Source: an optimization exercise on an open RTL-to-GDS flow (aim: small area and a short achievable clock period). Production flows keep margins and buffers that such runs may drop.
The RTL was checked by simulation tests, not by an equivalence proof against the original design.
Power and IR drop assume default switching activity.

<file path="config.mk">
export PLATFORM = sky130hd
export DESIGN_NAME = rv32i_cpu
export DESIGN_NICKNAME = rv32i_cpu
export VERILOG_FILES = /design/flow/design.v
export SDC_FILE = /design/flow/constraint.sdc
export NUM_CORES = 8
export LEC_CHECK = 0
export CAP_MARGIN = 20
export CORE_MARGIN = 2
export CORE_UTILIZATION = 55
export PLACE_DENSITY = 0.68
export SLEW_MARGIN = 20
export SYNTH_HIERARCHICAL = 1
</file>
<file path="constraint.sdc">
create_clock -name core_clock -period 19.5 [get_ports {clk}]
set_input_delay 3.9000 -clock core_clock [delete_from_list [all_inputs] [get_ports {clk}]]
set_output_delay 3.9000 -clock core_clock [all_outputs]
set_load 0.01 [all_outputs]
</file>
<file path="design.v">
module c_inv   (input a, output y);                   assign y = ~a;                    endmodule
module c_nand2 (input a, input b, output y);          assign y = ~(a & b);              endmodule
module c_nand3 (input a, input b, input c, output y); assign y = ~(a & b & c);          endmodule
module c_nand4 (input a, input b, input c, input d, output y); assign y = ~(a & b & c & d); endmodule
module c_and2  (input a, input b, output y);          assign y = a & b;                 endmodule
module c_and3  (input a, input b, input c, output y); assign y = a & b & c;            endmodule
module c_and4  (input a, input b, input c, input d, output y); assign y = a & b & c & d;  endmodule
module c_or2   (input a, input b, output y);          assign y = a | b;                 endmodule
module c_or4   (input a, input b, input c, input d, output y); assign y = a | b | c | d;  endmodule
module c_nor2  (input a, input b, output y);          assign y = ~(a | b);              endmodule
module c_or3   (input a, input b, input c, output y); assign y = a | b | c;            endmodule
module c_nor3  (input a, input b, input c, output y); assign y = ~(a | b | c);          endmodule
module c_xor2  (input a, input b, output y);          assign y = a ^ b;                 endmodule
module c_xnor2 (input a, input b, output y);          assign y = ~(a ^ b);              endmodule
module c_nor4  (input a, input b, input c, input d, output y); assign y = ~(a | b | c | d); endmodule
module c_a221oi (input a1, input a2, input b1, input b2, input c, output y); assign y = ~((a1 & a2) | (b1 & b2) | c); endmodule
module c_a21oi (input a, input b, input c, output y); assign y = ~((a & b) | c);        endmodule
module c_o21ai (input a, input b, input c, output y); assign y = ~((a | b) & c);        endmodule
module c_mux2i (input a, input b, input s, output y); assign y = ~(s ? b : a);          endmodule
module c_mxi   (input a, input b, input s, input sn, output y); assign y = ~((a | s) & (b | sn)); endmodule
module agu (
  input  [31:0] rn,
  input  [11:0] m,
  output [31:0] y
);
  wire a_n1, a_n2, a_n3, a_n4, a_n5, a_n6, a_n7, a_n8, a_n9, a_n10, a_n11, a_n12, a_n13, a_n14, a_n15, a_n16, a_n17, a_n18, a_n19, a_n20, a_n21, a_n22, a_n23, a_n24, a_n25, a_n26, a_n27, a_n28, a_n29, a_n30, a_n31, a_n32, a_n33, a_n34, a_n35, a_n36, a_n37, a_n38, a_n39, a_n40, a_n41, a_n42, a_n43, a_n44, a_n45, a_n46, a_n47, a_n48, a_n49, a_n50, a_n51, a_n52, a_n53, a_n54, a_n55, a_n56, a_n57, a_n58, a_n59, a_n60, a_n61, a_n62, a_n63, a_n64, a_n65, a_n66, a_n67, a_n68, a_n69, a_n70, a_n71, a_n72, a_n73, a_n74, a_n75, a_n76, a_n77, a_n78, a_n79, a_n80, a_n81, a_n82, a_n83, a_n84, a_n85, a_n86, a_n87, a_n88, a_n89, a_n90, a_n91, a_n92, a_n93, a_n94, a_n95, a_n96, a_n97, a_n98, a_n99, a_n100, a_n101, a_n102, a_n103, a_n104, a_n105, a_n106, a_n107, a_n108, a_n109, a_n110, a_n111, a_n112, a_n113, a_n114, a_n115, a_n116, a_n117, a_n118, a_n119, a_n120, a_n121, a_n122, a_n123, a_n124, a_n125, a_n126, a_n127, a_n128, a_n129, a_n130, a_n131, a_n132, a_n133, a_n134, a_n135, a_n136, a_n137, a_n138, a_n139, a_n140, a_n141, a_n142, a_n143, a_n144, a_n145, a_n146, a_n147, a_n148, a_n149, a_n150, a_n151, a_n152, a_n153, a_n154, a_n155, a_n156, a_n157, a_n158, a_n159, a_n160, a_n161, a_n162, a_n163, a_n164, a_n165, a_n166, a_n167, a_n168, a_n169, a_n170, a_n171, a_n172, a_n173, a_n174, a_n175, a_n176, a_n177, a_n178, a_n179, a_n180, a_n181, a_n182, a_n183, a_n184, a_n185, a_n186, a_n187, a_n188, a_n189, a_n190, a_n191, a_n192, a_n193, a_n194, a_n195, a_n196, a_n197, a_n198, a_n199, a_n200, a_n201, a_n202, a_n203, a_n204, a_n205, a_n206, a_n207, a_n208, a_n209, a_n210, a_n211, a_n212, a_n213, a_n214, a_n215, a_n216, a_n217, a_n218, a_n219, a_n220, a_n221, a_n222;
  c_inv u_a_n1 (m[0], a_n1);
  c_inv u_a_n2 (m[1], a_n2);
  c_inv u_a_n3 (m[2], a_n3);
  c_inv u_a_n4 (m[3], a_n4);
  c_inv u_a_n5 (m[4], a_n5);
  c_inv u_a_n6 (m[5], a_n6);
  c_inv u_a_n7 (m[6], a_n7);
  c_inv u_a_n8 (m[7], a_n8);
  c_inv u_a_n9 (m[8], a_n9);
  c_inv u_a_n10 (m[9], a_n10);
  c_inv u_a_n11 (m[10], a_n11);
  c_inv u_a_n12 (m[11], a_n12);
  c_nor2 u_a_n13 (rn[0], a_n1, a_n13);
  c_nor2 u_a_n14 (rn[1], a_n2, a_n14);
  c_nor2 u_a_n15 (rn[2], a_n3, a_n15);
  c_nor2 u_a_n16 (rn[3], a_n4, a_n16);
  c_nor2 u_a_n17 (rn[4], a_n5, a_n17);
  c_nor2 u_a_n18 (rn[5], a_n6, a_n18);
  c_nor2 u_a_n19 (rn[6], a_n7, a_n19);
  c_nor2 u_a_n20 (rn[7], a_n8, a_n20);
  c_nor2 u_a_n21 (rn[8], a_n9, a_n21);
  c_nor2 u_a_n22 (rn[9], a_n10, a_n22);
  c_nor2 u_a_n23 (rn[10], a_n11, a_n23);
  c_nor2 u_a_n24 (rn[11], a_n12, a_n24);
  c_nand2 u_a_n25 (rn[0], a_n1, a_n25);
  c_nand2 u_a_n26 (rn[1], a_n2, a_n26);
  c_nand2 u_a_n27 (rn[2], a_n3, a_n27);
  c_nand2 u_a_n28 (rn[3], a_n4, a_n28);
  c_nand2 u_a_n29 (rn[4], a_n5, a_n29);
  c_nand2 u_a_n30 (rn[5], a_n6, a_n30);
  c_nand2 u_a_n31 (rn[6], a_n7, a_n31);
  c_nand2 u_a_n32 (rn[7], a_n8, a_n32);
  c_nand2 u_a_n33 (rn[8], a_n9, a_n33);
  c_nand2 u_a_n34 (rn[9], a_n10, a_n34);
  c_nand2 u_a_n35 (rn[10], a_n11, a_n35);
  c_nand2 u_a_n36 (rn[11], a_n12, a_n36);
  c_a21oi u_a_n37 (a_n26, a_n13, a_n14, a_n37);
  c_nand2 u_a_n38 (a_n26, a_n25, a_n38);
  c_a21oi u_a_n39 (a_n28, a_n15, a_n16, a_n39);
  c_nand2 u_a_n40 (a_n28, a_n27, a_n40);
  c_a21oi u_a_n41 (a_n30, a_n17, a_n18, a_n41);
  c_nand2 u_a_n42 (a_n30, a_n29, a_n42);
  c_a21oi u_a_n43 (a_n32, a_n19, a_n20, a_n43);
  c_nand2 u_a_n44 (a_n32, a_n31, a_n44);
  c_a21oi u_a_n45 (a_n34, a_n21, a_n22, a_n45);
  c_nand2 u_a_n46 (a_n34, a_n33, a_n46);
  c_a21oi u_a_n47 (a_n36, a_n23, a_n24, a_n47);
  c_nand2 u_a_n48 (a_n36, a_n35, a_n48);
  c_o21ai u_a_n49 (a_n40, a_n37, a_n39, a_n49);
  c_nor2 u_a_n50 (a_n40, a_n38, a_n50);
  c_o21ai u_a_n51 (a_n44, a_n41, a_n43, a_n51);
  c_nor2 u_a_n52 (a_n44, a_n42, a_n52);
  c_o21ai u_a_n53 (a_n48, a_n45, a_n47, a_n53);
  c_nor2 u_a_n54 (a_n48, a_n46, a_n54);
  c_nor4 u_a_n55 (a_n48, a_n46, a_n44, a_n42, a_n55);
  c_a221oi u_a_n56 (a_n54, a_n51, a_n55, a_n49, a_n53, a_n56);
  c_a221oi u_a_n57 (a_n54, a_n51, a_n55, a_n49, a_n53, a_n57);
  c_a221oi u_a_n58 (a_n54, a_n51, a_n55, a_n49, a_n53, a_n58);
  c_a221oi u_a_n59 (a_n54, a_n51, a_n55, a_n49, a_n53, a_n59);
  c_inv u_a_n60 (a_n37, a_n60);
  c_a21oi u_a_n61 (a_n27, a_n60, a_n15, a_n61);
  c_a21oi u_a_n62 (a_n29, a_n49, a_n17, a_n62);
  c_inv u_a_n63 (a_n49, a_n63);
  c_o21ai u_a_n64 (a_n42, a_n63, a_n41, a_n64);
  c_a21oi u_a_n65 (a_n31, a_n64, a_n19, a_n65);
  c_a21oi u_a_n66 (a_n52, a_n49, a_n51, a_n66);
  c_inv u_a_n67 (a_n66, a_n67);
  c_a21oi u_a_n68 (a_n33, a_n67, a_n21, a_n68);
  c_o21ai u_a_n69 (a_n46, a_n66, a_n45, a_n69);
  c_a21oi u_a_n70 (a_n35, a_n69, a_n23, a_n70);
  c_xnor2 u_a_n71 (rn[0], m[0], a_n71);
  c_xnor2 u_a_n72 (rn[1], m[1], a_n72);
  c_xnor2 u_a_n73 (rn[2], m[2], a_n73);
  c_xnor2 u_a_n74 (rn[3], m[3], a_n74);
  c_xnor2 u_a_n75 (rn[4], m[4], a_n75);
  c_xnor2 u_a_n76 (rn[5], m[5], a_n76);
  c_xnor2 u_a_n77 (rn[6], m[6], a_n77);
  c_xnor2 u_a_n78 (rn[7], m[7], a_n78);
  c_xnor2 u_a_n79 (rn[8], m[8], a_n79);
  c_xnor2 u_a_n80 (rn[9], m[9], a_n80);
  c_xnor2 u_a_n81 (rn[10], m[10], a_n81);
  c_xnor2 u_a_n82 (rn[11], m[11], a_n82);
  c_xnor2 u_y_0 (rn[0], m[0], y[0]);
  c_xor2 u_y_1 (a_n72, a_n13, y[1]);
  c_xnor2 u_y_2 (a_n73, a_n37, y[2]);
  c_xnor2 u_y_3 (a_n74, a_n61, y[3]);
  c_xor2 u_y_4 (a_n75, a_n49, y[4]);
  c_xnor2 u_y_5 (a_n76, a_n62, y[5]);
  c_xor2 u_y_6 (a_n77, a_n64, y[6]);
  c_xnor2 u_y_7 (a_n78, a_n65, y[7]);
  c_xnor2 u_y_8 (a_n79, a_n66, y[8]);
  c_xnor2 u_y_9 (a_n80, a_n68, y[9]);
  c_xor2 u_y_10 (a_n81, a_n69, y[10]);
  c_xnor2 u_y_11 (a_n82, a_n70, y[11]);
  c_nor2 u_a_n83 (rn[12], m[11], a_n83);
  c_nor2 u_a_n84 (rn[14], rn[13], a_n84);
  c_nor2 u_a_n85 (rn[16], rn[15], a_n85);
  c_nor2 u_a_n86 (rn[18], rn[17], a_n86);
  c_nor2 u_a_n87 (rn[20], rn[19], a_n87);
  c_nor2 u_a_n88 (rn[22], rn[21], a_n88);
  c_nor2 u_a_n89 (rn[24], rn[23], a_n89);
  c_nor2 u_a_n90 (rn[26], rn[25], a_n90);
  c_nor2 u_a_n91 (rn[28], rn[27], a_n91);
  c_nor2 u_a_n92 (rn[30], rn[29], a_n92);
  c_inv u_a_n93 (rn[13], a_n93);
  c_nand2 u_a_n94 (a_n93, a_n83, a_n94);
  c_nand2 u_a_n95 (a_n84, a_n83, a_n95);
  c_inv u_a_n96 (rn[17], a_n96);
  c_nand2 u_a_n97 (a_n96, a_n85, a_n97);
  c_nand2 u_a_n98 (a_n86, a_n85, a_n98);
  c_inv u_a_n99 (rn[21], a_n99);
  c_nand2 u_a_n100 (a_n99, a_n87, a_n100);
  c_nand2 u_a_n101 (a_n88, a_n87, a_n101);
  c_inv u_a_n102 (rn[25], a_n102);
  c_nand2 u_a_n103 (a_n102, a_n89, a_n103);
  c_nand2 u_a_n104 (a_n90, a_n89, a_n104);
  c_inv u_a_n105 (rn[29], a_n105);
  c_nand2 u_a_n106 (a_n105, a_n91, a_n106);
  c_nand2 u_a_n107 (a_n92, a_n91, a_n107);
  c_nor2 u_a_n108 (rn[15], a_n95, a_n108);
  c_inv u_a_n109 (a_n95, a_n109);
  c_nand2 u_a_n110 (a_n85, a_n109, a_n110);
  c_nor2 u_a_n111 (a_n97, a_n95, a_n111);
  c_nor2 u_a_n112 (a_n98, a_n95, a_n112);
  c_nor2 u_a_n113 (rn[23], a_n101, a_n113);
  c_inv u_a_n114 (a_n101, a_n114);
  c_nand2 u_a_n115 (a_n89, a_n114, a_n115);
  c_nor2 u_a_n116 (a_n103, a_n101, a_n116);
  c_nor2 u_a_n117 (a_n104, a_n101, a_n117);
  c_inv u_a_n118 (rn[19], a_n118);
  c_nand2 u_a_n119 (a_n118, a_n112, a_n119);
  c_nand2 u_a_n120 (a_n87, a_n112, a_n120);
  c_inv u_a_n121 (a_n100, a_n121);
  c_nand2 u_a_n122 (a_n121, a_n112, a_n122);
  c_nand2 u_a_n123 (a_n114, a_n112, a_n123);
  c_nand2 u_a_n124 (a_n113, a_n112, a_n124);
  c_inv u_a_n125 (a_n115, a_n125);
  c_nand2 u_a_n126 (a_n125, a_n112, a_n126);
  c_nand2 u_a_n127 (a_n116, a_n112, a_n127);
  c_nand2 u_a_n128 (a_n117, a_n112, a_n128);
  c_nor2 u_a_n129 (rn[27], a_n128, a_n129);
  c_inv u_a_n130 (a_n128, a_n130);
  c_nand2 u_a_n131 (a_n91, a_n130, a_n131);
  c_nor2 u_a_n132 (a_n106, a_n128, a_n132);
  c_nor2 u_a_n133 (a_n107, a_n128, a_n133);
  c_nand2 u_a_n134 (rn[12], m[11], a_n134);
  c_nand2 u_a_n135 (rn[14], rn[13], a_n135);
  c_nand2 u_a_n136 (rn[16], rn[15], a_n136);
  c_nand2 u_a_n137 (rn[18], rn[17], a_n137);
  c_nand2 u_a_n138 (rn[20], rn[19], a_n138);
  c_nand2 u_a_n139 (rn[22], rn[21], a_n139);
  c_nand2 u_a_n140 (rn[24], rn[23], a_n140);
  c_nand2 u_a_n141 (rn[26], rn[25], a_n141);
  c_nand2 u_a_n142 (rn[28], rn[27], a_n142);
  c_nand2 u_a_n143 (rn[30], rn[29], a_n143);
  c_inv u_a_n144 (a_n134, a_n144);
  c_nand2 u_a_n145 (rn[13], a_n144, a_n145);
  c_nor2 u_a_n146 (a_n135, a_n134, a_n146);
  c_inv u_a_n147 (a_n136, a_n147);
  c_nand2 u_a_n148 (rn[17], a_n147, a_n148);
  c_nor2 u_a_n149 (a_n137, a_n136, a_n149);
  c_inv u_a_n150 (a_n138, a_n150);
  c_nand2 u_a_n151 (rn[21], a_n150, a_n151);
  c_nor2 u_a_n152 (a_n139, a_n138, a_n152);
  c_inv u_a_n153 (a_n140, a_n153);
  c_nand2 u_a_n154 (rn[25], a_n153, a_n154);
  c_nor2 u_a_n155 (a_n141, a_n140, a_n155);
  c_inv u_a_n156 (a_n142, a_n156);
  c_nand2 u_a_n157 (rn[29], a_n156, a_n157);
  c_nor2 u_a_n158 (a_n143, a_n142, a_n158);
  c_nand2 u_a_n159 (rn[15], a_n146, a_n159);
  c_nand2 u_a_n160 (a_n147, a_n146, a_n160);
  c_inv u_a_n161 (a_n148, a_n161);
  c_nand2 u_a_n162 (a_n161, a_n146, a_n162);
  c_nand2 u_a_n163 (a_n149, a_n146, a_n163);
  c_nand2 u_a_n164 (rn[23], a_n152, a_n164);
  c_nand2 u_a_n165 (a_n153, a_n152, a_n165);
  c_inv u_a_n166 (a_n154, a_n166);
  c_nand2 u_a_n167 (a_n166, a_n152, a_n167);
  c_nand2 u_a_n168 (a_n155, a_n152, a_n168);
  c_inv u_a_n169 (a_n163, a_n169);
  c_nand2 u_a_n170 (rn[19], a_n169, a_n170);
  c_nor2 u_a_n171 (a_n138, a_n163, a_n171);
  c_nor2 u_a_n172 (a_n151, a_n163, a_n172);
  c_nand2 u_a_n173 (a_n152, a_n169, a_n173);
  c_nor2 u_a_n174 (a_n164, a_n163, a_n174);
  c_nor2 u_a_n175 (a_n165, a_n163, a_n175);
  c_nor2 u_a_n176 (a_n167, a_n163, a_n176);
  c_nor2 u_a_n177 (a_n168, a_n163, a_n177);
  c_nand2 u_a_n178 (rn[27], a_n177, a_n178);
  c_nand2 u_a_n179 (a_n156, a_n177, a_n179);
  c_inv u_a_n180 (a_n157, a_n180);
  c_nand2 u_a_n181 (a_n180, a_n177, a_n181);
  c_nand2 u_a_n182 (a_n158, a_n177, a_n182);
  c_xnor2 u_a_n183 (rn[12], m[11], a_n183);
  c_xor2 u_a_n184 (rn[12], m[11], a_n184);
  c_mux2i u_y_12 (a_n183, a_n184, a_n56, y[12]);
  c_xor2 u_a_n185 (rn[13], a_n83, a_n185);
  c_xnor2 u_a_n186 (rn[13], a_n134, a_n186);
  c_mux2i u_y_13 (a_n185, a_n186, a_n57, y[13]);
  c_xnor2 u_a_n187 (rn[14], a_n94, a_n187);
  c_xnor2 u_a_n188 (rn[14], a_n145, a_n188);
  c_mux2i u_y_14 (a_n187, a_n188, a_n58, y[14]);
  c_xnor2 u_a_n189 (rn[15], a_n95, a_n189);
  c_xor2 u_a_n190 (rn[15], a_n146, a_n190);
  c_mux2i u_y_15 (a_n189, a_n190, a_n59, y[15]);
  c_xor2 u_a_n191 (rn[16], a_n108, a_n191);
  c_xnor2 u_a_n192 (rn[16], a_n159, a_n192);
  c_mux2i u_y_16 (a_n191, a_n192, a_n56, y[16]);
  c_xnor2 u_a_n193 (rn[17], a_n110, a_n193);
  c_xnor2 u_a_n194 (rn[17], a_n160, a_n194);
  c_mux2i u_y_17 (a_n193, a_n194, a_n57, y[17]);
  c_xor2 u_a_n195 (rn[18], a_n111, a_n195);
  c_xnor2 u_a_n196 (rn[18], a_n162, a_n196);
  c_mux2i u_y_18 (a_n195, a_n196, a_n58, y[18]);
  c_xor2 u_a_n197 (rn[19], a_n112, a_n197);
  c_xnor2 u_a_n198 (rn[19], a_n163, a_n198);
  c_mux2i u_y_19 (a_n197, a_n198, a_n59, y[19]);
  c_xnor2 u_a_n199 (rn[20], a_n119, a_n199);
  c_xnor2 u_a_n200 (rn[20], a_n170, a_n200);
  c_mux2i u_y_20 (a_n199, a_n200, a_n56, y[20]);
  c_xnor2 u_a_n201 (rn[21], a_n120, a_n201);
  c_xor2 u_a_n202 (rn[21], a_n171, a_n202);
  c_mux2i u_y_21 (a_n201, a_n202, a_n57, y[21]);
  c_xnor2 u_a_n203 (rn[22], a_n122, a_n203);
  c_xor2 u_a_n204 (rn[22], a_n172, a_n204);
  c_mux2i u_y_22 (a_n203, a_n204, a_n58, y[22]);
  c_xnor2 u_a_n205 (rn[23], a_n123, a_n205);
  c_xnor2 u_a_n206 (rn[23], a_n173, a_n206);
  c_mux2i u_y_23 (a_n205, a_n206, a_n59, y[23]);
  c_xnor2 u_a_n207 (rn[24], a_n124, a_n207);
  c_xor2 u_a_n208 (rn[24], a_n174, a_n208);
  c_mux2i u_y_24 (a_n207, a_n208, a_n56, y[24]);
  c_xnor2 u_a_n209 (rn[25], a_n126, a_n209);
  c_xor2 u_a_n210 (rn[25], a_n175, a_n210);
  c_mux2i u_y_25 (a_n209, a_n210, a_n57, y[25]);
  c_xnor2 u_a_n211 (rn[26], a_n127, a_n211);
  c_xor2 u_a_n212 (rn[26], a_n176, a_n212);
  c_mux2i u_y_26 (a_n211, a_n212, a_n58, y[26]);
  c_xnor2 u_a_n213 (rn[27], a_n128, a_n213);
  c_xor2 u_a_n214 (rn[27], a_n177, a_n214);
  c_mux2i u_y_27 (a_n213, a_n214, a_n59, y[27]);
  c_xor2 u_a_n215 (rn[28], a_n129, a_n215);
  c_xnor2 u_a_n216 (rn[28], a_n178, a_n216);
  c_mux2i u_y_28 (a_n215, a_n216, a_n56, y[28]);
  c_xnor2 u_a_n217 (rn[29], a_n131, a_n217);
  c_xnor2 u_a_n218 (rn[29], a_n179, a_n218);
  c_mux2i u_y_29 (a_n217, a_n218, a_n57, y[29]);
  c_xor2 u_a_n219 (rn[30], a_n132, a_n219);
  c_xnor2 u_a_n220 (rn[30], a_n181, a_n220);
  c_mux2i u_y_30 (a_n219, a_n220, a_n58, y[30]);
  c_xor2 u_a_n221 (rn[31], a_n133, a_n221);
  c_xnor2 u_a_n222 (rn[31], a_n182, a_n222);
  c_mux2i u_y_31 (a_n221, a_n222, a_n59, y[31]);
endmodule
module pc_add (
  input  [30:0] a, b,
  output [30:0] s
);
  wire r_n1, r_n2, r_n3, r_n4, r_n5, r_n6, r_n7, r_n8, r_n9, r_n10, r_n11, r_n12, r_n13, r_n14, r_n15, r_n16, r_n17, r_n18, r_n19, r_n20, r_n21, r_n22, r_n23, r_n24, r_n25, r_n26, r_n27, r_n28, r_n29, r_n30, r_n31, r_n32, r_n33, r_n34, r_n35, r_n36, r_n37, r_n38, r_n39, r_n40, r_n41, r_n42, r_n43, r_n44, r_n45, r_n46, r_n47, r_n48, r_n49, r_n50, r_n51, r_n52, r_n53, r_n54, r_n55, r_n56, r_n57, r_n58, r_n59, r_n60, r_n61, r_n62, r_n63, r_n64, r_n65, r_n66, r_n67, r_n68, r_n69, r_n70, r_n71, r_n72, r_n73, r_n74, r_n75, r_n76, r_n77, r_n78, r_n79, r_n80, r_n81, r_n82, r_n83, r_n84, r_n85, r_n86, r_n87, r_n88, r_n89, r_n90;
  c_xor2 u_s_0 (a[0], b[0], s[0]);
  c_nand2 u_r_n1 (a[0], b[0], r_n1);
  c_xnor2 u_r_n2 (a[1], b[1], r_n2);
  c_nand2 u_r_n3 (a[1], b[1], r_n3);
  c_xor2 u_s_1 (r_n2, r_n1, s[1]);
  c_o21ai u_r_n4 (r_n2, r_n1, r_n3, r_n4);
  c_xor2 u_r_n5 (a[2], b[2], r_n5);
  c_and2 u_r_n6 (a[2], b[2], r_n6);
  c_xor2 u_s_2 (r_n5, r_n4, s[2]);
  c_a21oi u_r_n7 (r_n5, r_n4, r_n6, r_n7);
  c_xnor2 u_r_n8 (a[3], b[3], r_n8);
  c_nand2 u_r_n9 (a[3], b[3], r_n9);
  c_xor2 u_s_3 (r_n8, r_n7, s[3]);
  c_o21ai u_r_n10 (r_n8, r_n7, r_n9, r_n10);
  c_xor2 u_r_n11 (a[4], b[4], r_n11);
  c_and2 u_r_n12 (a[4], b[4], r_n12);
  c_xor2 u_s_4 (r_n11, r_n10, s[4]);
  c_a21oi u_r_n13 (r_n11, r_n10, r_n12, r_n13);
  c_xnor2 u_r_n14 (a[5], b[5], r_n14);
  c_nand2 u_r_n15 (a[5], b[5], r_n15);
  c_xor2 u_s_5 (r_n14, r_n13, s[5]);
  c_o21ai u_r_n16 (r_n14, r_n13, r_n15, r_n16);
  c_xor2 u_r_n17 (a[6], b[6], r_n17);
  c_and2 u_r_n18 (a[6], b[6], r_n18);
  c_xor2 u_s_6 (r_n17, r_n16, s[6]);
  c_a21oi u_r_n19 (r_n17, r_n16, r_n18, r_n19);
  c_xnor2 u_r_n20 (a[7], b[7], r_n20);
  c_nand2 u_r_n21 (a[7], b[7], r_n21);
  c_xor2 u_s_7 (r_n20, r_n19, s[7]);
  c_o21ai u_r_n22 (r_n20, r_n19, r_n21, r_n22);
  c_xor2 u_r_n23 (a[8], b[8], r_n23);
  c_and2 u_r_n24 (a[8], b[8], r_n24);
  c_xor2 u_s_8 (r_n23, r_n22, s[8]);
  c_a21oi u_r_n25 (r_n23, r_n22, r_n24, r_n25);
  c_xnor2 u_r_n26 (a[9], b[9], r_n26);
  c_nand2 u_r_n27 (a[9], b[9], r_n27);
  c_xor2 u_s_9 (r_n26, r_n25, s[9]);
  c_o21ai u_r_n28 (r_n26, r_n25, r_n27, r_n28);
  c_xor2 u_r_n29 (a[10], b[10], r_n29);
  c_and2 u_r_n30 (a[10], b[10], r_n30);
  c_xor2 u_s_10 (r_n29, r_n28, s[10]);
  c_a21oi u_r_n31 (r_n29, r_n28, r_n30, r_n31);
  c_xnor2 u_r_n32 (a[11], b[11], r_n32);
  c_nand2 u_r_n33 (a[11], b[11], r_n33);
  c_xor2 u_s_11 (r_n32, r_n31, s[11]);
  c_o21ai u_r_n34 (r_n32, r_n31, r_n33, r_n34);
  c_xor2 u_r_n35 (a[12], b[12], r_n35);
  c_and2 u_r_n36 (a[12], b[12], r_n36);
  c_xor2 u_s_12 (r_n35, r_n34, s[12]);
  c_a21oi u_r_n37 (r_n35, r_n34, r_n36, r_n37);
  c_xnor2 u_r_n38 (a[13], b[13], r_n38);
  c_nand2 u_r_n39 (a[13], b[13], r_n39);
  c_xor2 u_s_13 (r_n38, r_n37, s[13]);
  c_o21ai u_r_n40 (r_n38, r_n37, r_n39, r_n40);
  c_xor2 u_r_n41 (a[14], b[14], r_n41);
  c_and2 u_r_n42 (a[14], b[14], r_n42);
  c_xor2 u_s_14 (r_n41, r_n40, s[14]);
  c_a21oi u_r_n43 (r_n41, r_n40, r_n42, r_n43);
  c_xnor2 u_r_n44 (a[15], b[15], r_n44);
  c_nand2 u_r_n45 (a[15], b[15], r_n45);
  c_xor2 u_s_15 (r_n44, r_n43, s[15]);
  c_o21ai u_r_n46 (r_n44, r_n43, r_n45, r_n46);
  c_xor2 u_r_n47 (a[16], b[16], r_n47);
  c_and2 u_r_n48 (a[16], b[16], r_n48);
  c_xor2 u_s_16 (r_n47, r_n46, s[16]);
  c_a21oi u_r_n49 (r_n47, r_n46, r_n48, r_n49);
  c_xnor2 u_r_n50 (a[17], b[17], r_n50);
  c_nand2 u_r_n51 (a[17], b[17], r_n51);
  c_xor2 u_s_17 (r_n50, r_n49, s[17]);
  c_o21ai u_r_n52 (r_n50, r_n49, r_n51, r_n52);
  c_xor2 u_r_n53 (a[18], b[18], r_n53);
  c_and2 u_r_n54 (a[18], b[18], r_n54);
  c_xor2 u_s_18 (r_n53, r_n52, s[18]);
  c_a21oi u_r_n55 (r_n53, r_n52, r_n54, r_n55);
  c_xnor2 u_r_n56 (a[19], b[19], r_n56);
  c_nand2 u_r_n57 (a[19], b[19], r_n57);
  c_xor2 u_s_19 (r_n56, r_n55, s[19]);
  c_o21ai u_r_n58 (r_n56, r_n55, r_n57, r_n58);
  c_xor2 u_r_n59 (a[20], b[20], r_n59);
  c_and2 u_r_n60 (a[20], b[20], r_n60);
  c_xor2 u_s_20 (r_n59, r_n58, s[20]);
  c_a21oi u_r_n61 (r_n59, r_n58, r_n60, r_n61);
  c_xnor2 u_r_n62 (a[21], b[21], r_n62);
  c_nand2 u_r_n63 (a[21], b[21], r_n63);
  c_xor2 u_s_21 (r_n62, r_n61, s[21]);
  c_o21ai u_r_n64 (r_n62, r_n61, r_n63, r_n64);
  c_xor2 u_r_n65 (a[22], b[22], r_n65);
  c_and2 u_r_n66 (a[22], b[22], r_n66);
  c_xor2 u_s_22 (r_n65, r_n64, s[22]);
  c_a21oi u_r_n67 (r_n65, r_n64, r_n66, r_n67);
  c_xnor2 u_r_n68 (a[23], b[23], r_n68);
  c_nand2 u_r_n69 (a[23], b[23], r_n69);
  c_xor2 u_s_23 (r_n68, r_n67, s[23]);
  c_o21ai u_r_n70 (r_n68, r_n67, r_n69, r_n70);
  c_xor2 u_r_n71 (a[24], b[24], r_n71);
  c_and2 u_r_n72 (a[24], b[24], r_n72);
  c_xor2 u_s_24 (r_n71, r_n70, s[24]);
  c_a21oi u_r_n73 (r_n71, r_n70, r_n72, r_n73);
  c_xnor2 u_r_n74 (a[25], b[25], r_n74);
  c_nand2 u_r_n75 (a[25], b[25], r_n75);
  c_xor2 u_s_25 (r_n74, r_n73, s[25]);
  c_o21ai u_r_n76 (r_n74, r_n73, r_n75, r_n76);
  c_xor2 u_r_n77 (a[26], b[26], r_n77);
  c_and2 u_r_n78 (a[26], b[26], r_n78);
  c_xor2 u_s_26 (r_n77, r_n76, s[26]);
  c_a21oi u_r_n79 (r_n77, r_n76, r_n78, r_n79);
  c_xnor2 u_r_n80 (a[27], b[27], r_n80);
  c_nand2 u_r_n81 (a[27], b[27], r_n81);
  c_xor2 u_s_27 (r_n80, r_n79, s[27]);
  c_o21ai u_r_n82 (r_n80, r_n79, r_n81, r_n82);
  c_xor2 u_r_n83 (a[28], b[28], r_n83);
  c_and2 u_r_n84 (a[28], b[28], r_n84);
  c_xor2 u_s_28 (r_n83, r_n82, s[28]);
  c_a21oi u_r_n85 (r_n83, r_n82, r_n84, r_n85);
  c_xnor2 u_r_n86 (a[29], b[29], r_n86);
  c_nand2 u_r_n87 (a[29], b[29], r_n87);
  c_xor2 u_s_29 (r_n86, r_n85, s[29]);
  c_o21ai u_r_n88 (r_n86, r_n85, r_n87, r_n88);
  c_xor2 u_r_n89 (a[30], b[30], r_n89);
  c_and2 u_r_n90 (a[30], b[30], r_n90);
  c_xor2 u_s_30 (r_n89, r_n88, s[30]);
endmodule
module add_bk #(parameter N = 32, parameter L = 5) (
  input  [N-1:0] a, b,
  input          cin,
  output [N-1:0] s,
  output         cout,
  output [N-1:0] p, g
);
  assign p = a ^ b;
  assign g = a & b;
  wire [N-1:0] G [0:2*L-1];
  wire [N-1:0] P [0:2*L-1];
  assign G[0] = {g[N-1:1], g[0] | (p[0] & cin)};
  assign P[0] = p;
  genvar st, i;
  generate
    for (st = 1; st < 2*L; st = st + 1) begin : g_st
      for (i = 0; i < N; i = i + 1) begin : g_i
        localparam integer l  = (st <= L) ? st - 1 : 2*L - 1 - st;
        localparam integer d  = 1 << l;
        localparam integer ok = (st <= L) ? (((i + 1) % (2*d)) == 0)
                                          : ((i >= 3*d - 1) && (((i + 1 - d) % (2*d)) == 0));
        if (ok && i - d >= 0) begin : g_c
          assign G[st][i] = G[st-1][i] | (P[st-1][i] & G[st-1][i-d]);
          assign P[st][i] = P[st-1][i] & P[st-1][i-d];
        end else begin : g_p
          assign G[st][i] = G[st-1][i];
          assign P[st][i] = P[st-1][i];
        end
      end
    end
  endgenerate
  assign s    = p ^ {G[2*L-1][N-2:0], cin};
  assign cout = G[2*L-1][N-1];
endmodule
module shr32 (
  input  [31:0] a,
  input  [4:0]  sh,
  input         left,
  input         fill,
  output [31:0] y
);
  wire [31:0] x0, x1, x2, x3, x4;
  wire [4:0] shn = ~sh;
  wire leftn = ~left;
  wire filln = ~fill;
  genvar i;
  generate
    for (i = 0; i < 32; i = i + 1) begin : g_i
      c_mxi m0 (.a(a[i]), .b(a[31-i]), .s(left), .sn(leftn), .y(x0[i]));
      if (i + 1 < 32) begin : s0
        c_mxi m (.a(x0[i]), .b(x0[i+1]), .s(sh[0]), .sn(shn[0]), .y(x1[i]));
      end else begin : f0
        c_mxi m (.a(x0[i]), .b(filln), .s(sh[0]), .sn(shn[0]), .y(x1[i]));
      end
      if (i + 2 < 32) begin : s1
        c_mxi m (.a(x1[i]), .b(x1[i+2]), .s(sh[1]), .sn(shn[1]), .y(x2[i]));
      end else begin : f1
        c_mxi m (.a(x1[i]), .b(fill), .s(sh[1]), .sn(shn[1]), .y(x2[i]));
      end
      if (i + 4 < 32) begin : s2
        c_mxi m (.a(x2[i]), .b(x2[i+4]), .s(sh[2]), .sn(shn[2]), .y(x3[i]));
      end else begin : f2
        c_mxi m (.a(x2[i]), .b(filln), .s(sh[2]), .sn(shn[2]), .y(x3[i]));
      end
      if (i + 8 < 32) begin : s3
        c_mxi m (.a(x3[i]), .b(x3[i+8]), .s(sh[3]), .sn(shn[3]), .y(x4[i]));
      end else begin : f3
        c_mxi m (.a(x3[i]), .b(fill), .s(sh[3]), .sn(shn[3]), .y(x4[i]));
      end
      if (i + 16 < 32) begin : s4
        c_mxi m (.a(x4[i]), .b(x4[i+16]), .s(sh[4]), .sn(shn[4]), .y(y[i]));
      end else begin : f4
        c_mxi m (.a(x4[i]), .b(filln), .s(sh[4]), .sn(shn[4]), .y(y[i]));
      end
    end
  endgenerate
endmodule
module rf_hold (input q, input d, input w, input wn, output y);
  assign y = (q & wn) | (d & w);
endmodule
module rf_aoi3 (input a, input sa, input b, input sb, input c, input sc, output y);
  assign y = ~((a & sa) | (b & sb) | (c & sc));
endmodule
module regfile (
  input             clk,
  input             we,
  input      [4:0]  rs1, rs2, rd,
  input      [31:0] rd_data,
  input             use_imm,
  input      [31:0] imm,
  output     [31:0] rs1v, rs1n_agu, rs2v, rs2v_mem
);
  wire [31:0] q [0:31];
  wire [127:0] s1f, s2f, wf, wnf;
  assign q[0] = 32'b0;
  genvar r, k, j;
  generate
    wire [4:0] rs1n, rs2n;
    wire [3:0] lo1n, lo2n;
    wire [7:0] hi1n, hi2n;
    wire       use_imm_n;
    c_inv ui (.a(use_imm), .y(use_imm_n));
    for (j = 0; j < 5; j = j + 1) begin : g_inv
      c_inv i1 (.a(rs1[j]), .y(rs1n[j]));
      c_inv i2 (.a(rs2[j]), .y(rs2n[j]));
    end
    for (j = 0; j < 4; j = j + 1) begin : g_lo
      c_nand2 l1 (.a(j[0] ? rs1[0] : rs1n[0]), .b(j[1] ? rs1[1] : rs1n[1]), .y(lo1n[j]));
      c_nand3 l2 (.a(j[0] ? rs2[0] : rs2n[0]), .b(j[1] ? rs2[1] : rs2n[1]), .c(use_imm_n), .y(lo2n[j]));
    end
    for (j = 0; j < 8; j = j + 1) begin : g_hi
      c_nand3 h1 (.a(j[0] ? rs1[2] : rs1n[2]), .b(j[1] ? rs1[3] : rs1n[3]), .c(j[2] ? rs1[4] : rs1n[4]), .y(hi1n[j]));
      c_nand3 h2 (.a(j[0] ? rs2[2] : rs2n[2]), .b(j[1] ? rs2[3] : rs2n[3]), .c(j[2] ? rs2[4] : rs2n[4]), .y(hi2n[j]));
    end
    wire [4:0] rdn;
    wire [3:0] low_n;
    wire [7:0] hiw_n;
    for (j = 0; j < 5; j = j + 1) begin : g_invw
      c_inv iw (.a(rd[j]), .y(rdn[j]));
    end
    for (j = 0; j < 4; j = j + 1) begin : g_low
      c_nand3 lw (.a(j[0] ? rd[0] : rdn[0]), .b(j[1] ? rd[1] : rdn[1]), .c(we), .y(low_n[j]));
    end
    for (j = 0; j < 8; j = j + 1) begin : g_hiw
      c_nand3 hw (.a(j[0] ? rd[2] : rdn[2]), .b(j[1] ? rd[3] : rdn[3]), .c(j[2] ? rd[4] : rdn[4]), .y(hiw_n[j]));
    end
    for (r = 1; r < 32; r = r + 1) begin : g_dec
      for (j = 0; j < 4; j = j + 1) begin : g_grp
        c_nor2 d1 (.a(hi1n[r/4]), .b(lo1n[r%4]), .y(s1f[32*j+r]));
        c_nor2 d2 (.a(hi2n[r/4]), .b(lo2n[r%4]), .y(s2f[32*j+r]));
        c_nor2 dw (.a(hiw_n[r/4]), .b(low_n[r%4]), .y(wf[32*j+r]));
        c_inv  dn (.a(wf[32*j+r]), .y(wnf[32*j+r]));
      end
    end
    for (r = 1; r < 32; r = r + 1) begin : g_r
      reg  [31:0] x;
      wire [31:0] d;
      for (k = 0; k < 32; k = k + 1) begin : g_b
        rf_hold h (.q(x[k]), .d(rd_data[k]), .w(wf[32*(k/8)+r]), .wn(wnf[32*(k/8)+r]), .y(d[k]));
      end
      always @(posedge clk) x <= d;
      assign q[r] = x;
    end
    for (k = 0; k < 32; k = k + 1) begin : g_col
      wire [10:0] a1, a2;
      wire [2:0]  o1, o2;
      wire        a2i;
      for (j = 0; j < 10; j = j + 1) begin : g_t
        rf_aoi3 t1 (.a(q[3*j+1][k]), .sa(s1f[32*(k/8)+3*j+1]), .b(q[3*j+2][k]), .sb(s1f[32*(k/8)+3*j+2]),
                    .c(q[3*j+3][k]), .sc(s1f[32*(k/8)+3*j+3]), .y(a1[j]));
        rf_aoi3 t2 (.a(q[3*j+1][k]), .sa(s2f[32*(k/8)+3*j+1]), .b(q[3*j+2][k]), .sb(s2f[32*(k/8)+3*j+2]),
                    .c(q[3*j+3][k]), .sc(s2f[32*(k/8)+3*j+3]), .y(a2[j]));
      end
      c_nand2 n1 (.a(q[31][k]), .b(s1f[32*(k/8)+31]), .y(a1[10]));
      c_nand2 n2 (.a(q[31][k]), .b(s2f[32*(k/8)+31]), .y(a2[10]));
      c_nand2 n3 (.a(imm[k]), .b(use_imm), .y(a2i));
      c_nand4 p10 (.a(a1[0]), .b(a1[1]), .c(a1[2]), .d(a1[3]), .y(o1[0]));
      c_nand4 p11 (.a(a1[4]), .b(a1[5]), .c(a1[6]), .d(a1[7]), .y(o1[1]));
      c_nand3 p12 (.a(a1[8]), .b(a1[9]), .c(a1[10]), .y(o1[2]));
      c_nand4 p20 (.a(a2[0]), .b(a2[1]), .c(a2[2]), .d(a2[3]), .y(o2[0]));
      c_nand4 p21 (.a(a2[4]), .b(a2[5]), .c(a2[6]), .d(a2[7]), .y(o2[1]));
      c_nand4 p22 (.a(a2[8]), .b(a2[9]), .c(a2[10]), .d(a2i), .y(o2[2]));
      c_nor3 f1a (.a(o1[0]), .b(o1[1]), .c(o1[2]), .y(rs1n_agu[k]));
      c_or3  f1b (.a(o1[0]), .b(o1[1]), .c(o1[2]), .y(rs1v[k]));
      c_or3  f2a (.a(o2[0]), .b(o2[1]), .c(o2[2]), .y(rs2v[k]));
      c_or3  f2b (.a(o2[0]), .b(o2[1]), .c(o2[2]), .y(rs2v_mem[k]));
    end
  endgenerate
endmodule
module rv32i_cpu (
  input             clk,
  input             rst,
  output     [31:0] pc,
  input      [31:0] inst,
  output            MemWen,
  output     [31:0] MemAddr,
  output     [31:0] MemWdata,
  input      [31:0] MemRdata
);
  wire b6 = inst[6], b5 = inst[5], b4 = inst[4], b3 = inst[3], b2 = inst[2];
  wire [2:0] f3 = inst[14:12];
  wire is_store  = ~b6 &  b5 & ~b4;
  wire is_load   = ~b6 & ~b5 & ~b4;
  wire is_branch =  b6 & ~b2;
  wire is_jalr   =  b6 & ~b3 & b2;
  wire is_jal    =  b6 &  b3;
  wire is_lui    = ~b6 &  b5 & b4 &  b2;
  wire is_auipc  = ~b6 & ~b5 & b4 &  b2;
  wire is_alu    = ~b6 & b4 & ~b2;           
  wire regwrite  = ~(is_store | is_branch);
  wire [31:0] immI = {{20{inst[31]}}, inst[31:20]};
  wire [31:0] immB = {{20{inst[31]}}, inst[7], inst[30:25], inst[11:8], 1'b0};
  wire [31:0] immJ = {{12{inst[31]}}, inst[19:12], inst[20], inst[30:21], 1'b0};
  wire [31:0] immU = {inst[31:12], 12'b0};
  wire [31:0] rs1v, rs1n_agu, op2, rs2_mem;
  reg  [31:0] rd_data;
  regfile rf (
    .clk(clk), .we(regwrite), .rs1(inst[19:15]), .rs2(inst[24:20]), .rd(inst[11:7]),
    .rd_data(rd_data), .use_imm(~b5), .imm(immI),
    .rs1v(rs1v), .rs1n_agu(rs1n_agu), .rs2v(op2), .rs2v_mem(rs2_mem)
  );
  wire [31:0] agu_y;
  agu agu_i (.rn(rs1n_agu), .m({inst[31:25], is_store ? inst[11:7] : inst[24:20]}), .y(agu_y));
  assign MemAddr  = agu_y;
  assign MemWdata = rs2_mem;   
  assign MemWen   = is_store;
  wire sub = is_branch | (f3[2:1] == 2'b01) | (b5 & inst[30] & (f3 == 3'b000));
  wire [31:0] sum, p, g;
  wire cout;
  add_bk #(32, 5) alu_add (.a(rs1v), .b(op2 ^ {32{sub}}), .cin(sub), .s(sum), .cout(cout), .p(p), .g(g));
  wire ltu = ~cout;
  wire lt  = (rs1v[31] ^ op2[31]) ? rs1v[31] : ltu;
  wire eq  = &p;
  wire cond = f3[2] ? (f3[1] ? ltu : lt) : eq;
  wire taken = cond ^ f3[0];
  wire [31:0] shr;
  shr32 sh_i (.a(rs1v), .sh(op2[4:0]), .left(~f3[2]), .fill(inst[30] & rs1v[31]), .y(shr));
  wire [31:0] shl;
  genvar gi;
  generate for (gi = 0; gi < 32; gi = gi + 1) begin : g_shl
    assign shl[gi] = shr[31-gi];
  end endgenerate
  wire [31:0] logic_r = (p & {32{~(f3[1] & f3[0])}}) | (g & {32{f3[1]}});
  wire [31:0] pimm = b6 ? (b3 ? immJ : immB) : immU;
  wire [31:0] tgt;
  pc_add pc_add_i (.a(pc[31:1]), .b(pimm[31:1]), .s(tgt[31:1]));
  assign tgt[0] = 1'b0;
  wire [31:0] pc4;
  wire [30:0] ic;
  assign ic[0] = 1'b1;
  genvar ii;
  generate for (ii = 2; ii < 32; ii = ii + 1) begin : g_inc
    assign pc4[ii]  = pc[ii] ^ ic[ii-2];
    assign ic[ii-1] = pc[ii] & ic[ii-2];
  end endgenerate
  assign pc4[1:0] = pc[1:0];
  wire s_sum   = is_alu & (f3 == 3'b000);
  wire s_sll   = is_alu & (f3 == 3'b001);
  wire s_slt   = is_alu & (f3 == 3'b010);
  wire s_sltu  = is_alu & (f3 == 3'b011);
  wire s_logic = is_alu & f3[2] & (f3[1] | ~f3[0]);
  wire s_shr   = is_alu & (f3 == 3'b101);
  always @* begin
    rd_data = ({32{s_sum}}    & sum)
            | ({32{s_sll}}    & shl)
            | ({32{s_slt}}    & {31'b0, lt})
            | ({32{s_sltu}}   & {31'b0, ltu})
            | ({32{s_logic}}  & logic_r)
            | ({32{s_shr}}    & shr)
            | ({32{is_load}}  & MemRdata)
            | ({32{b6}}       & pc4)
            | ({32{is_lui}}   & immU)
            | ({32{is_auipc}} & tgt);
  end
  reg [31:1] pcr;
  assign pc = {pcr, 1'b0};
  always @(posedge clk or posedge rst) begin
    if (rst)                               pcr <= 31'b0;
    else if (is_jalr)                      pcr <= agu_y[31:1];
    else if (is_jal | (is_branch & taken)) pcr <= tgt[31:1];
    else                                   pcr <= pc4[31:1];
  end
endmodule
</file>
<file path="flow/run.sh">
#!/bin/bash
# Own layout flow: the standard flow (standard.sh) with these changes:
#  - the standard synthesis runs first, on its own and unchanged;
#  - ports are buffered with buf_2 instead of the default delay cell;
#  - clock tree synthesis uses clusters of up to 14 sinks and 60 um, clkbuf_4/8, no dummy loads;
#  - the timing repair steps aim for a setup slack margin, which sizes up the critical path.
# Each step's full output goes to its own log file in this folder; ORFS's logs are under orfs/logs.
set -euo pipefail
cd "$(dirname "$0")/.."
MARGIN=${MARGIN:-9}
bash standard.sh synth > flow_synth.log 2>&1
bash standard.sh \
  "BUFFER_PORTS_ARGS=-buffer_cell sky130_fd_sc_hd__buf_2" \
  "CTS_ARGS=-sink_clustering_enable -repair_clock_nets -dont_use_dummy_load -sink_clustering_size 14 -sink_clustering_max_diameter 60 -buf_list {sky130_fd_sc_hd__clkbuf_4 sky130_fd_sc_hd__clkbuf_8}" \
  "SETUP_SLACK_MARGIN=$MARGIN" \
  "TNS_END_PERCENT=1" \
  finish > flow_finish.log 2>&1
</file>
<file path="standard.sh">
#!/bin/bash
# synth_recipe.tcl (not shown) runs the flow's synth.tcl, then flattens the netlist and writes it again
# the make line also repeats each setting of config.mk as NAME=value (left out here)
make -C /OpenROAD-flow-scripts/flow DESIGN_CONFIG=/design/flow/config.mk WORK_HOME=/design/flow/orfs CLKGATE_MAP_FILE= SYNTH_SCRIPT=/design/flow/synth_recipe.tcl "${@:-finish}"
</file>
==> out/metrics.yaml, run 1 <==
rsz0062_at_grt: "true"
cts_buffers: 91
synth-seq-cells: 1023
yosys-top-cells-area: "dfxtp_1, a22o_1, a222oi_1, nor2_1, o22ai_1"
synth.cell_area_um2: 49010
ir_drop_mv: 0.1023
num_vias: 52140
final_cell_mix: "a22o_1, dfxtp_1, a222oi_1, nor2_1, nand2_1"
die-area_um2: 91520
gp_congestion: 1.056
grt_pass1_vias: 45700
die_x_um: 302.5
path_class: "in2out"
cts_root_buffer: "clkbuf_8"
synth_edf_count: 0
regToRegSetupSlack_ps: 11740
grt_max_degree: 64
power_density_nw_per_um2: 133.5
insertion_delay_ps: 830
critPathCaptureType: "output pin"
slew_headroom: 0.1090
finClkSkew_ps: 91.89
path_clk_slew_ps: 60
netlist_instances: 4922
final_util: 0.6271
period_needed_ps: 11460
clockBufferDepth: 3
drt-total-wl_mm: 221.5
whs_ps: 518.4
hold_viol: 0
port_buffers: 159
leakage_nw: 21.06
die_h_um: 302.5
maxSlewViolCount: 0
synth_top_area_share: 0.4052
start_util: 0.5546
antenna_found_initial: 9
yosysUniqueCellTypes: 69
worstPathArrival_ps: 7560
required_ps: 15600
drt-initial-drc-count: 13460
drive_gt1_frac: 0.1308
cts_tree: "built"
synthFlopType: "dfxtp_1"
finalCritPeriodShare: 0.5878
grt_pass1_wl_mm: 311.8
mostFrequentLayoutCell: "a22o_1"
nets: 5465
rows: 109
track_usage: 0.4564
area_delta_synth_final_pct: 13.07
ant_nets: 0
seq_area_frac_synth: 0.4210
overflow: 0
cts.sink_count: 1023
fp.coreArea_um2: 88370
cp-start-kind: "input port"
yosysWarnings: 9
synth_nets: 5065
hold_class: "reg2reg"
hpwl_mm: 149.0
wl_per_cell_um: 34.13
synthArstFlopShare: 0.03030
timing.fmax_mhz: 87.25
cts_max_level: 3
drc: 0
setup_violations: 0
syn_area_per_cell_um2: 9.958
worst_pin_slew_ps: 1333
timing.setup.tns_ps: 0
dr.pass1.iters: 22
critPathMaxFanout: 8
cap_violations: 0
cts_hold_buf: 0
yosysTopAreaCell: "dfxtp_1"
viasPerCell: 8.033
boundaryPins: 163
status: "timing/DRC/antenna clean"
[power breakdown]
group	internal [mW]	switching, mW
clock network	0.415	0.707
registers	2.79	0.690
logic	1.19	1.61
[logic make-up after synthesis]
logic type | count (synthesis) | share of synthesized area
compound gates | 2168 | 0.3853
simple gates | 1162 | 0.1124
flops | 1023 | 0.4210
buf+inv | 294 | 0.02315
xor+xnor | 172 | 0.03073
fa+ha+maj | 77 | 0.02226
mux | 25 | 0.005105
other cells | 1 | 0.00007651
[per-module statistics from Yosys, one instance, submodules excluded, excerpt]
| module | cells | flops+latches | times used | cell area, um^2 |
|---|---|---|---|---|
| regfile | 992 | 992 | 1 | 19860 |
| c_xnor2 | 1 | 0 | 59 | 8.758 |
| c_or3 | 1 | 0 | 96 | 6.256 |
| c_nor3 | 1 | 0 | 32 | 10.01 |
| c_nand3 | 1 | 0 | 64 | 5.005 |
| rf_aoi3 | 1 | 0 | 640 | 10.01 |
| c_mxi | 1 | 0 | 192 | 6.256 |
[synthesized netlist by cell type, drive strengths merged, types with 5 or more instances]
| cell | instances |
|---|---|
| a221oi | 26 |
| xnor2 | 96 |
| nand4 | 169 |
| ha | 60 |
| dfxtp | 992 |
| fa | 17 |
| dfrtp | 31 |
| a222oi | 671 |
| a311o | 11 |
| a21oi | 70 |
| a211o | 6 |
| or3 | 99 |
| nor2b | 8 |
| nor3 | 36 |
| a22o | 993 |
| nand2 | 296 |
| a22oi | 18 |
| mux2i | 25 |
| a21o | 21 |
| a221o | 14 |
| buf | 13 |
| nand3 | 82 |
| inv | 229 |
| nor4 | 5 |
| o211ai | 30 |
| nor2 | 428 |
| o22ai | 193 |
| clkbuf | 52 |
| o21ai | 79 |
| and2 | 29 |
| xor2 | 76 |
| o31ai | 18 |
[through the flow]
step	setup WS [ps]	instance area, um^2	instances	total power, mW
2_1_floorplan	8596	49020	4922	4.930
5_1_grt	8130	55420	6489	7.634
6_report	8038	55420	6491	7.402
3_3_place_gp	6782	51810	6270	5.892
3_5_place_dp	6734	51810	6270	5.952
4_1_cts	8354	54930	6458	7.187
[metal layers]
layer	wire length, um	track usage	vias up
met5	49	0	-
met4	15630	0.2606	8
met3	34380	0.1454	919
met2	87220	0.6301	4583
met1	84240	0.6243	24940
li1	-	-	21700
[registers in the layout (all words and copies together), names as in the netlist]
name and cells:
pcr 31, rf.g_r.x 992
[critical path: stages]
cell and delay [ps]:
buf_8 120, clkinvlp_4 140, buf_4 170, nand3_4 110
buf_12 140, nor2_2 80, a222oi_1 670, nand4_1 350
nor3_2 280, buf_4 170, nand2_2 70, nand2_2 140
nor4_4 80, a221oi_2 300, buf_6 270, mux2i_4 360
buf_2 190
[worst paths after layout]
check / from / cells past startpoint / end
max in group asynchronous: rst / 2 / pcr[22]
min in group asynchronous: rst / 2 / pcr[18]
hold reg to reg: rf.g_r[1].x[12] / 1 / rf.g_r[1].x[12]
hold / removal: rf.g_r[1].x[12] / 1 / rf.g_r[1].x[12]
setup reg to reg: pcr[2] / 33 / rf.g_r[24].x[30]
setup / recovery: inst[19] / 17 / MemAddr[19]
[cell type report]
type                    count  area, um^2
clock buffers              91        1252
fillers                  7642       32950
well taps                1165        1458
flip-flops and latches   1023       20630
repair buffers            372        2867
diodes                      6       15.01
multi-input cells        3605       28320
inverters                 229       878.3
[timing repair]
| item | 4_1_cts | 5_1_grt |
|---|---|---|
| setup buffers | 95 | 26 |
| gates cloned | 2 | 1 |
| endpoints found under the setup margin | 346 | 496 |
| gates resized for setup | 205 | 69 |
| pin swaps | 100 | 61 |
==> run 2, diff against run 1 <==
--- a/flow/run.sh
+++ b/flow/run.sh
@@ -8,5 +8,5 @@
 set -euo pipefail
 cd "$(dirname "$0")/.."
-MARGIN=${MARGIN:-9}
+MARGIN=${MARGIN:-8.5}
 bash standard.sh synth > flow_synth.log 2>&1
 bash standard.sh \
@@ -14,4 +14,4 @@
   "CTS_ARGS=-sink_clustering_enable -repair_clock_nets -dont_use_dummy_load -sink_clustering_size 14 -sink_clustering_max_diameter 60 -buf_list {sky130_fd_sc_hd__clkbuf_4 sky130_fd_sc_hd__clkbuf_8}" \
   "SETUP_SLACK_MARGIN=$MARGIN" \
-  "TNS_END_PERCENT=1" \
+  "TNS_END_PERCENT=2" \
   finish > flow_finish.log 2>&1
==> run 2 against run 1 <==
  * Sequential power barely moved
  * Critical path depth fell by 8
  * Non-clock buffer count fell by 1
  * Clock-buffer cell count did not move
  * Routed wire length fell by 0.32%
  * Die area did not move
  * Maximum frequency rose by 0.42%
  * Via count fell by 0.31%
  * Sequential share of layout area barely moved
  * First-iteration DRC count rose by 0.97%
  * Combinational power barely moved
  * Largest power group unchanged
  * Highest routed layer unchanged
==> out/metrics.yaml, run 2 <==
status: "timing/DRC/antenna clean"
min_from: "rf.g_r[26].x[0]"
cap_violations: 0
drc: 0
synth_top_cells_by_count: "a22o_1, dfxtp_1, a222oi_1"
path_class: "in2out"
viasPerCell: 8.008
r2r_cells: 32
die_x_um: 302.5
yosysWarnings: 9
timing.fmax_mhz: 87.61
synth.cell_area_um2: 49010
power_density_nw_per_um2: 133.5
overflow: 0
setup_violations: 0
area_delta_synth_final_pct: 12.95
maxSlewViolCount: 0
r2r_start: "pcr[2]"
drive_gt1_frac: 0.1295
postPlaceCellArea_um2: 51810
finalCritPeriodShare: 0.5853
yosysUniqueCellTypes: 69
wl_per_cell_um: 34.02
syn_area_per_cell_um2: 9.958
yosysTopAreaCell: "dfxtp_1"
critPathCaptureType: "output pin"
final_util: 0.6265
critPathMaxFanout: 19
crit_slowest_cell: "a222oi_1"
nets: 5464
synth-seq-cells: 1023
die-area_um2: 91520
antenna_found_initial: 8
period_needed_ps: 11410
largest_reg_flops: 992
seq_area_frac_synth: 0.4210
cp-start-kind: "input port"
cpLargestDelayFamily: "simple AND/OR/NAND/NOR gates"
hold_depth: 1
clockBufferDepth: 3
synth_top_area_share: 0.4052
worst_path_most_repeated_cell: "buf_2"
grt_pass1_vias: 45700
required_ps: 15600
yosys-top-cells-area: "dfxtp_1, a22o_1, a222oi_1, nor2_1, o22ai_1"
synthArstFlopShare: 0.03030
power_mw: 7.391
cts.sink_count: 1023
postLayoutCellArea_um2: 55360
timing.setup.tns_ps: 0
leakage_nw: 21.03
worstPathArrival_ps: 7510
path_buf_inv: 4
whs_ps: 519.2
whs_endpoint: "rf.g_r[26].x[0]"
top_regs: "rf.g_r.x (992), pcr (31)"
num_vias: 51980
grt_max_degree: 64
setup_ws_ps: 8086
gp_congestion: 1.056
start_util: 0.5546
rows: 109
finClkSkew_ps: 88.69
rsz0062_at_grt: "true"
synthFlopType: "dfxtp_1"
slew_headroom: 0.1080
insertion_delay_ps: 830
fp.coreArea_um2: 88370
port_buffers: 159
final_cell_mix: "a22o_1, dfxtp_1, a222oi_1, nor2_1, nand2_1"
die_h_um: 302.5
cts_buffers: 91
hpwl_mm: 149.0
path_clk_slew_ps: 60
synth_most_common_cell: "a22o_1"
ant_nets: 0
rr_endpoint: "rf.g_r[17].x[29]"
hold_viol: 0
stdcell_count: 6491
boundaryPins: 163
pre_cts_ws_ps: 6734
drt-total-wl_mm: 220.8
slowest_delay_ps: 710
cts_max_level: 3
regToRegSetupSlack_ps: 11720
worst_pin_slew_ps: 1334
regMostFlops: "rf.g_r.x"
track_usage: 0.4565
hold_class: "reg2reg"
mostFrequentLayoutCell: "a22o_1"
dp.cells: 6270
drt-initial-drc-count: 13590
synth_nets: 5065
synth_edf_count: 0
ir_drop_mv: 0.1027
netlist_instances: 4922
path_cells: "buf_2 -> inv_1 -> nand3_2 -> buf_4 -> nor2_1 -> a222oi_1 -> nand4_1 -> or3_1 -> buf_2"
cts_root_buffer: "clkbuf_8"
grt_pass1_wl_mm: 311.9
cts_tree: "built"
dr.pass1.iters: 22
[run 2: cell counts after synthesis]
Identical to the previous run, type by type.
[run 2: where the power goes]
group / total, mW / switching [mW] / internal [mW]
Clock: 1.12 / 0.707 / 0.415
Sequential: 3.48 / 0.689 / 2.79
Combinational: 2.79 / 1.61 / 1.18
[run 2: worst max path at each step]
stage | to | start | cells after the start | slack [ps]
floorplan | rf.g_r[10].x[31] | inst[6] | 39 | 8600
global placement | MemAddr[31] | inst[15] | 15 | 6780
detailed placement | MemAddr[28] | inst[16] | 15 | 6730
CTS | MemAddr[23] | inst[15] | 16 | 8350
global route | MemAddr[26] | inst[19] | 17 | 8130
finish | MemWdata[25] | inst[20] | 9 | 8090
[run 2: final cells by class]
type / count / area (um^2)
fill: 7649 / 33010
multi-input combinational: 3605 / 28290
sequential: 1023 / 20630
timing repair buffer: 371 / 2834
tap: 1165 / 1458
clock buffer: 91 / 1252
inverter: 229 / 878.3
antenna: 7 / 17.52
[run 2: logic make-up (layout without fill, tap and decap cells)]
family          Yosys count  count (layout)  share of synthesized area
flops                  1023            1023                     0.4210
buf+inv                 294             691                    0.02315
compound gates         2168            2168                     0.3853
mux                      25              25                   0.005105
simple gates           1162            1162                     0.1124
other cells               1               8                 0.00007651
fa+ha+maj                77              77                    0.02226
xor+xnor                172             172                    0.03073
[run 2: Yosys stat by module (local to each module, per instance), a selection]
module | cells | area [um^2]
c_nand3 | 1 | 5.005
c_xnor2 | 1 | 8.758
c_nand2 | 1 | 3.754
regfile | 992 | 19860
c_and2 | 1 | 6.256
c_or3 | 1 | 6.256
c_mux2i | 1 | 10.01
c_xor2 | 1 | 8.758
rf_hold | 1 | 8.758
c_a221oi | 1 | 15.01
rf_aoi3 | 1 | 10.01
[run 2: what timing repair did]
item	4_1_cts	5_1_grt
buffers inserted	92	29
gates resized for setup	201	64
hold endpoints to repair	0	0
pin swaps	96	68
hold buffers	0	0
cloned	2	0
setup endpoints to repair	77	397
[run 2: routing by layer]
layer / up-vias / part of all wire / global-route usage
met4: 8 / 0.071 / 0.2572
li1: 21680 / - / -
met3: 895 / 0.15 / 0.1471
met1: 24870 / 0.38 / 0.6234
met2: 4518 / 0.39 / 0.6319
met5: - / 0.00023 / 0
==> run 3, diff against run 2 <==
--- a/flow/run.sh
+++ b/flow/run.sh
@@ -8,5 +8,5 @@
 set -euo pipefail
 cd "$(dirname "$0")/.."
-MARGIN=${MARGIN:-8.5}
+MARGIN=${MARGIN:-9}
 bash standard.sh synth > flow_synth.log 2>&1
 bash standard.sh \
--- a/config.mk
+++ b/config.mk
@@ -8,6 +8,6 @@
 export CAP_MARGIN = 20
 export CORE_MARGIN = 2
-export CORE_UTILIZATION = 55
-export PLACE_DENSITY = 0.68
+export CORE_UTILIZATION = 58
+export PLACE_DENSITY = 0.7
 export SLEW_MARGIN = 20
 export SYNTH_HIERARCHICAL = 1
==> run 3 against run 2 <==
  * Routed wire length down 0.29%
  * Clock power hardly changed
  * Total power increased by 0.47%
  * Critical path depth grew 8
  * Register-to-register slack worse by 100 ps
  * Global-route usage rose by 2.4 points
  * Maximum frequency increased by 0.49%
==> out/metrics.yaml, run 3 <==
insertion_delay_ps: 780
timing.fmax_mhz: 88.04
nets: 5496
clockBufferDepth: 3
grt_pass1_wl_mm: 311.9
area_delta_synth_final_pct: 13.72
ant_nets: 0
rr_endpoint: "rf.g_r[15].x[29]"
drive_gt1_frac: 0.1370
drt-total-wl_mm: 220.2
cts_hold_buf: 0
power_mw: 7.425
die-area_um2: 86850
worstPathArrival_ps: 7460
num_vias: 52700
r2r_cells: 32
stdcell_count: 6491
required_ps: 15600
fp.coreArea_um2: 83690
leakage_nw: 21.25
die_x_um: 294.7
synth_most_common_cell: "a22o_1"
power_density_nw_per_um2: 133.2
yosys-top-cells-area: "dfxtp_1, a22o_1, a222oi_1, nor2_1, o22ai_1"
cts.sink_count: 1023
cpLargestDelayFamily: "simple AND/OR/NAND/NOR gates"
r2r_start: "pcr[2]"
status: "timing/DRC/antenna clean"
critPathMaxFanout: 8
ir_drop_mv: 0.09520
netlist_instances: 4922
yosysUniqueCellTypes: 69
cts_max_level: 3
path_class: "in2out"
synth-seq-cells: 1023
postLayoutCellArea_um2: 55740
final-seq-area_um2: 20630
path_buf_inv: 5
grt_max_degree: 65
grt_pass1_vias: 46170
worst_pin_slew_ps: 1312
drt-initial-drc-count: 14070
crit_slowest_cell: "a222oi_1"
viasPerCell: 8.119
synthFlopType: "dfxtp_1"
seq_area_frac_synth: 0.4210
track_usage: 0.4806
cts_buffers: 92
cap_violations: 0
synth_edf_count: 0
dp.cells: 6243
yosysTopAreaCell: "dfxtp_1"
boundaryPins: 163
slew_headroom: 0.1250
fillers: 6965
overflow: 0
min_from: "rf.g_r[11].x[4]"
hold_depth: 1
regToRegSetupSlack_ps: 11620
whs_endpoint: "rf.g_r[11].x[4]"
synth_nets: 5065
path_clk_slew_ps: 70
maxSlewViolCount: 0
port_buffers: 159
hold_viol: 0
cts_root_buffer: "clkbuf_8"
synth_top_cells_by_count: "a22o_1, dfxtp_1, a222oi_1"
yosysWarnings: 9
gp_congestion: 1.076
rows: 106
die_h_um: 294.7
multi_input_comb_area_um2: 28380
synth_top_area_share: 0.4052
setup_violations: 0
final_util: 0.6660
synthArstFlopShare: 0.03030
top_regs: "rf.g_r.x (992), pcr (31)"
whs_ps: 515.6
path_cells: "buf_12 -> clkinvlp_4 -> buf_4 -> nand3_4 -> buf_6 -> nor2_1 -> a222oi_1 -> nand4_1 -> nor3_4 -> nand2_1 -> nor2_1 -> nand2_2 -> nor2_4 -> nand2_1 -> xnor2_1 -> mux2i_2 -> buf_2"
dr.pass1.iters: 19
setup_ws_ps: 8141
wl_per_cell_um: 33.92
finalCritPeriodShare: 0.5825
timing.setup.tns_ps: 0
finClkSkew_ps: 81.55
cts_tree: "built"
hold_class: "reg2reg"
critPathCaptureType: "output pin"
pre_cts_ws_ps: 6641
period_needed_ps: 11360
mostFrequentLayoutCell: "a22o_1"
regMostFlops: "rf.g_r.x"
slowest_delay_ps: 460
postPlaceCellArea_um2: 51800
largest_reg_flops: 992
rsz0062_at_grt: "true"
final_cell_mix: "a22o_1, dfxtp_1, a222oi_1, nor2_1, nand2_1"
hpwl_mm: 145.9
cp-start-kind: "input port"
syn_area_per_cell_um2: 9.958
drc: 0
start_util: 0.5857
synth.cell_area_um2: 49010
antenna_found_initial: 8
==> run 3: routing by layer <==
| layer | vias to the layer above | track usage | routed length (um) |
|---|---|---|---|
| li1 | 21780 | - | - |
| met1 | 24970 | 0.6465 | 80920 |
| met2 | 4890 | 0.6456 | 84540 |
| met3 | 1053 | 0.1786 | 37620 |
| met4 | 10 | 0.2954 | 16990 |
| met5 | - | 0 | 106 |
==> run 3: layout make-up <==
cell class                      count  area share
Sequential cell                  1023      0.3702
Multi-Input combinational cell   3607      0.5092
Tap cell                         1134     0.02546
Timing Repair Buffer              400     0.05636
Inverter                          229     0.01576
Antenna cell                        6   0.0002694
Clock buffer                       92     0.02272
==> run 3: cells by family after synthesis <==
| logic type | after synthesis | share of synthesized area |
|---|---|---|
| xor+xnor | 172 | 0.03073 |
| simple gates | 1162 | 0.1124 |
| other cells | 1 | 0.00007651 |
| buf+inv | 294 | 0.02315 |
| fa+ha+maj | 77 | 0.02226 |
| mux | 25 | 0.005105 |
| flops | 1023 | 0.4210 |
| compound gates | 2168 | 0.3853 |
==> run 3: worst max path at each step <==
stage,from,end,slack [ps],depth (start not counted)
after floorplan,inst[6],rf.g_r[10].x[31],8600,39
after global placement,inst[17],MemAddr[17],6600,13
after detailed placement,inst[17],MemAddr[28],6640,15
after CTS,inst[16],MemAddr[17],8350,16
after global routing,inst[19],MemAddr[22],8170,17
final,inst[19],MemAddr[31],8140,17
==> run 3: Yosys stat by module, one instance, submodules excluded, a selection <==
module     times used  flops+latches  cells
regfile             1            992    992
rv32i_cpu           1             31    608
shr32               1              0      7
c_a221oi            4              0      1
c_nor4              1              0      1
c_nor3             32              0      1
c_xor2             65              0      1
c_and2             14              0      1
c_mxi             192              0      1
c_o21ai            20              0      1
c_nor2            416              0      1
==> run 3: power breakdown <==
group | switching [mW] | internal, mW
registers | 0.691 | 2.79
clock network | 0.689 | 0.420
logic | 1.63 | 1.21
total | 3.00 | 4.42
==> run 3: repair_timing <==
item | in CTS | in global routing
endpoints found under the setup margin | 374 | 605
setup buffers | 116 | 28
cloned | 5 | 1
resized for setup | 223 | 65
pin swaps | 121 | 50

## re-timing with driven ports
No port has a modelled driver above. Below, the same layouts with a new extraction and two added sets of constraints. Step 1 sets driving cells, clkbuf_16 on the clock port and buf_2 on the other inputs (assumed; they add their load-dependent delay and slew). Step 2 also shifts input and output timing later by t, the mid clock arrival at the registers, as if the neighbouring blocks saw the same clock. a / b / c = ideal / step 1 / step 2; a / b = the first two.
| run | t (ns) | slack for setup (ns) | hold WS [ns] | latest minus earliest clock arrival (ns) | cell pins on the clock port's net |
|---|---|---|---|---|---|
| run 1 | 0.850 | 8.038 / 7.915 / 7.543 | 0.518 / 0.518 / 0.518 | 0.092 / 0.092 | 1 |
| run 2 | 0.848 | 8.086 / 7.991 / 7.493 | 0.519 / 0.519 / 0.519 | 0.089 / 0.089 | 1 |
| run 3 | 0.812 | 8.141 / 8.073 / 7.534 | 0.516 / 0.516 / 0.516 | 0.081 / 0.081 | 1 |
After both steps every run listed still meets setup and hold. The setup slack of run 3, which loses most, moves by -0.068 ns with the drivers and by -0.607 ns with both steps.
